Background: an optimization exercise with open tools, aiming at small area, a short achievable clock period and few clock cycles per item. Do not read the settings as production practice. At most, simulation tests tie the RTL to the original design; equivalence was not proved.

job 6351:
// gcd
module gcd( input [31:0] a_in,
            input [31:0] b_in,
            input start,
            input reset_n,
            input clk,
            output [31:0] result,
            output done);
==> flow/config.mk <==
export PLATFORM = sky130hd
export DESIGN_NAME = gcd
export DESIGN_NICKNAME = gcd
export VERILOG_FILES = /design/flow/design.v
export SDC_FILE = /design/flow/constraint.sdc
export NUM_CORES = 4
export LEC_CHECK = 0
export CAP_MARGIN = 20
export CORE_MARGIN = 2
export CORE_UTILIZATION = 40
export PLACE_DENSITY = 0.6
export SETUP_SLACK_MARGIN = 0.6
export SLEW_MARGIN = 20
export TNS_END_PERCENT = 10
==> flow/constraint.sdc <==
create_clock -name core_clock -period 4.0 [get_ports {clk}]
set_input_delay 0.8000 -clock core_clock [delete_from_list [all_inputs] [get_ports {clk}]]
set_output_delay 0.8000 -clock core_clock [all_outputs]
set_load 0.01 [all_outputs]
standard.sh (not shown) runs the stock make flow with config.mk's settings and CLKGATE_MAP_FILE= SYNTH_SCRIPT=/design/flow/synth_recipe.tcl, a recipe that flattens the netlist after the stock synthesis.
==> flow/flow/run.sh <==
#!/bin/bash
# Standard ORFS layout, with the port buffers made of the smallest buffer
# cell and a clock tree without dummy loads.
set -euo pipefail
export BUFFER_PORTS_ARGS="-buffer_cell sky130_fd_sc_hd__buf_1"
export CTS_ARGS="-sink_clustering_enable -repair_clock_nets -dont_use_dummy_load -sink_clustering_size 80 -sink_clustering_max_diameter 400 -buf_list sky130_fd_sc_hd__clkbuf_16"
bash standard.sh > standard_flow.log 2>&1
Testbench counts of job 6351, summed over its fixed seeds: cycles 53,893, items 2,400.
Here is what was changed in the inputs of job 9361 compared with job 6351.
Settings: a deleted TNS_END_PERCENT that had been 10; a change of CAP_MARGIN from 20 to 0; a change of SLEW_MARGIN from 20 to 0.
Results
- Job 9361 ended with every stage complete and zero timing, DRC or antenna violations.
- Final cell count ended up 7 higher on job 9361 than on job 6351.
- Job 9361: maximum frequency from static timing analysis higher than job 6351
- Job 9361 contains more vias than job 6351.
- Compared with job 6351, in job 9361 starting DRC count in detailed routing dropped 3, sequential share of layout area dropped 0.20 points.
Here is what was changed in the inputs of job 4915 compared with job 9361.
Settings: PLACE_DENSITY now 0.55, was 0.6; SLEW_MARGIN now 20, was 0; CAP_MARGIN now 20, was 0.
Notes after the runs:
- Job 9361: flow completed, timing, DRC and antenna clean
- Job 4915 | status: complete | timing, DRC, antenna: pass
- On fraction of area in registers, job 4915 and job 9361 are basically level.
- Looking at core occupancy in the finished layout, job 4915 sits 0.38 points higher than job 9361 does.
- Against job 9361, job 4915 comes in 0.27 ns higher on actual transition at the worst max-transition pin.
- Job 4915 vs. job 9361: layout cell share with drive strength beyond 1 went up by 1.4 points.
- Taking job 9361 as the reference, in job 4915 total detailed-routing wirelength moved up, cell area after layout now sits higher.
Inputs modified between job 4915 and job 8294:
Settings: a change of PLACE_DENSITY from 0.55 to 0.6.
diff --git a/flow/flow/run.sh b/flow/flow/run.sh
--- a/flow/flow/run.sh
+++ b/flow/flow/run.sh
@@ -2,3 +2,3 @@
 # Standard ORFS layout, with the port buffers made of the smallest buffer
-# cell and a clock tree without dummy loads.
+# cell and a clock tree of one level of large buffers without dummy loads.
 set -euo pipefail
### Flow results
Diff job 8294..job 4915 | number of placed cells counting well taps | negligible
Job 4915 → job 8294: post-place instance area saw little to no change; global-route wire length before repair saw a decrease.
Summary of job 8294 over job 4915: initial cell density of the core has remained practically unchanged; worst relative slew slack has increased; final cell count has remained practically unchanged; met2 wire length has decreased; post-cts resize count has increased.
Job 8294 vs job 4915: setup slack up in job 8294
| total via count in the routed design | job 8294 vs job 4915 | better |

Setup of v2:
Another version of the RTL of gcd (not shown whole).
For scale: ~810 cells after synthesis, ~75 flip-flops, roughly 7000 um2 of cells after synthesis.
## gcd
module gcd( input [31:0] a_in,
            input [31:0] b_in,
            input start,
            input reset_n,
            input clk,
            output [31:0] result,
            output done);
  localparam int M = 2;           
  logic [32:0] a, b;              
  logic        fb;                
  logic [4:0]  k;                 
  logic        h;                 
  logic        busy;
  logic        bz;                
  wire k_zero = (k == 5'd0);
  wire a_zero = (a == 33'd0);
  wire a_odd = a[0] ^ a[32];
  wire b_odd = b[0] ^ fb;
  wire [32:0] ag0 = b & a;
  wire [32:0] ap  = b ^ a;
  wire [31:0] ag  = {ag0[31:1], ag0[0] | ap[0]};
  wire cy_g0_1 = ag[1] | (ap[1] & ag[0]);
  wire cy_p0_1 = ap[1] & ap[0];
  wire cy_g0_3 = ag[3] | (ap[3] & ag[2]);
  wire cy_p0_3 = ap[3] & ap[2];
  wire cy_g0_5 = ag[5] | (ap[5] & ag[4]);
  wire cy_p0_5 = ap[5] & ap[4];
  wire cy_g0_7 = ag[7] | (ap[7] & ag[6]);
  wire cy_p0_7 = ap[7] & ap[6];
  wire cy_g0_9 = ag[9] | (ap[9] & ag[8]);
  wire cy_p0_9 = ap[9] & ap[8];
  wire cy_g0_11 = ag[11] | (ap[11] & ag[10]);
  wire cy_p0_11 = ap[11] & ap[10];
  wire cy_g0_13 = ag[13] | (ap[13] & ag[12]);
  wire cy_p0_13 = ap[13] & ap[12];
  ...
==> flow/config.mk <==
export PLATFORM = sky130hd
export DESIGN_NAME = gcd
export DESIGN_NICKNAME = gcd
export VERILOG_FILES = /design/flow/design.v
export SDC_FILE = /design/flow/constraint.sdc
export NUM_CORES = 4
export LEC_CHECK = 0
export CAP_MARGIN = 20
export CORE_MARGIN = 2
export CORE_UTILIZATION = 40
export PLACE_DENSITY = 0.6
export SLEW_MARGIN = 20
==> flow/constraint.sdc <==
create_clock -name core_clock -period 4.0 [get_ports {clk}]
set_input_delay 0.8000 -clock core_clock [delete_from_list [all_inputs] [get_ports {clk}]]
set_output_delay 0.8000 -clock core_clock [all_outputs]
set_load 0.01 [all_outputs]
==> flow/flow/run.sh <==
#!/bin/bash
# Standard ORFS layout, with the port buffers made of the smallest buffer cell.
set -euo pipefail
export BUFFER_PORTS_ARGS="-buffer_cell sky130_fd_sc_hd__buf_1"
bash standard.sh > standard_flow.log 2>&1
Modified inputs, v40 compared to v2
# v2
export LEC_CHECK = 0
export CAP_MARGIN = 20
export CORE_MARGIN = 2
export CORE_UTILIZATION = 40
export PLACE_DENSITY = 0.6
export SLEW_MARGIN = 20
create_clock -name core_clock -period 4.0 [get_ports {clk}]
# v40
export LEC_CHECK = 0
export CAP_MARGIN = 20
export CORE_MARGIN = 2
export CORE_UTILIZATION = 40
export PLACE_DENSITY = 0.6
export SETUP_SLACK_MARGIN = 0.6
export SLEW_MARGIN = 20
create_clock -name core_clock -period 4.0 [get_ports {clk}]
==> flow/run.sh (new file) <==
#!/bin/bash
# synth_recipe.tcl (not shown) runs the flow's synth.tcl, then flattens the netlist and writes it again
# the make line also repeats each setting of config.mk as NAME=value (left out here)
make -C /OpenROAD-flow-scripts/flow DESIGN_CONFIG=/design/flow/config.mk WORK_HOME=/design/flow/orfs CLKGATE_MAP_FILE= SYNTH_SCRIPT=/design/flow/synth_recipe.tcl finish
removed: flow/flow/run.sh
removed: flow/standard.sh
Compared with v2, v40 has extra setup slack. Utilization v2 -> v40: up. The count of cell instances traversed by the critical path number comes out lower for v40 vs v2. Between v2 and v40, routed wire length increased. Going from v2 to v40, non-clock buffer count grows by about 5%. Comparing v40 against v2, there is no change at all in count of unique library cells instantiated by Yosys.
The following lists how v45 was set up differently from v40:
# v40
export LEC_CHECK = 0
export CAP_MARGIN = 20
export CORE_MARGIN = 2
export CORE_UTILIZATION = 40
export PLACE_DENSITY = 0.6
export SETUP_SLACK_MARGIN = 0.6
export SLEW_MARGIN = 20
create_clock -name core_clock -period 4.0 [get_ports {clk}]
# v45
export LEC_CHECK = 0
export CAP_MARGIN = 20
export CORE_MARGIN = 2
export CORE_UTILIZATION = 40
export PLACE_DENSITY = 0.6
export SLEW_MARGIN = 20
create_clock -name core_clock -period 4.0 [get_ports {clk}]
Results
Comparing highest attainable clock frequency for v40 and v45, the bigger number came from v40.
v45 against v40: number of vias per cell after detailed routing held, global routing met2 resource utilization went down 0.28 points, final critical-path setup slack went down 0.35 ns, worst hold slack went up 0.0061 ns.
Changes observed in v45 relative to v40: final cell count fell about 0.7%; via count fell 0.83%.
Setup changes, v45 to v19
# v45
export LEC_CHECK = 0
export CAP_MARGIN = 20
export CORE_MARGIN = 2
export CORE_UTILIZATION = 40
export PLACE_DENSITY = 0.6
export SLEW_MARGIN = 20
create_clock -name core_clock -period 4.0 [get_ports {clk}]
# v19
export LEC_CHECK = 0
export CAP_MARGIN = 20
export CORE_MARGIN = 2
export CORE_UTILIZATION = 40
export PLACE_DENSITY = 0.6
export SETUP_SLACK_MARGIN = 1.2
export SLEW_MARGIN = 20
create_clock -name core_clock -period 4.0 [get_ports {clk}]
Notes after the runs:
- v19: flow completed, timing, DRC and antenna clean
- First-iteration DRC count (v19 vs. v45) decreases by more than 10%
- Per the comparison of v19 with v45, count of filler cells inserted in the layout lost about 7%, met1 global-route usage higher, initial antenna violation count stayed essentially flat.
- Global-route usage over all layers ends up lower on v45.
- v19 against v45: count of plain and timing-repair buffers shows an increase of about 45%; summed area of non-filler cells in the final layout has increased.
- Looking at clock-buffer cell count, v19 sits 2 higher than v45 does.
- Time the worst path needs with I/O delays and setup, v45 and v19: higher on v45
No run of this note included a check of the RTL's function; only the layout flow was run.

==> re-timing with driven ports <==
In the flow no input, the clock included, has a driving cell. The finished layouts below were timed again as built, in two steps. Step 1: set_driving_cell puts a clkbuf_16 on clk and a buf_2 on each other input, an assumption about the parent block. Step 2 adds t to the input delays and takes it off the output delays; t is the mean of the earliest and latest rising clock arrival at the registers after step 1. Input paths then give back, and output paths get back, about the clock's delay inside the block. a / b / c = no drivers / after step 1 / after step 2; a / b = the first two.
| run | shift t [ns] | slack for setup (ns) | worst setup path at the end |
|---|---|---|---|
| job 6351 | 0.391 | 0.586 / 0.543 / 0.639 | register to register |
| job 9361 | 0.390 | 0.711 / 0.696 / 0.711 | register to register |
| job 4915 | 0.379 | 0.595 / 0.595 / 0.595 | register to register |
| job 8294 | 0.390 | 0.711 / 0.696 / 0.711 | register to register |
| v2 | 0.396 | 0.318 / 0.318 / 0.318 | register to register |
| v40 | 0.395 | 0.700 / 0.700 / 0.700 | register to register |
| v45 | 0.393 | 0.348 / 0.348 / 0.348 | register to register |
| v19 | 0.395 | 0.823 / 0.823 / 0.823 | register to register |
After both steps setup and hold are still met in every run listed.
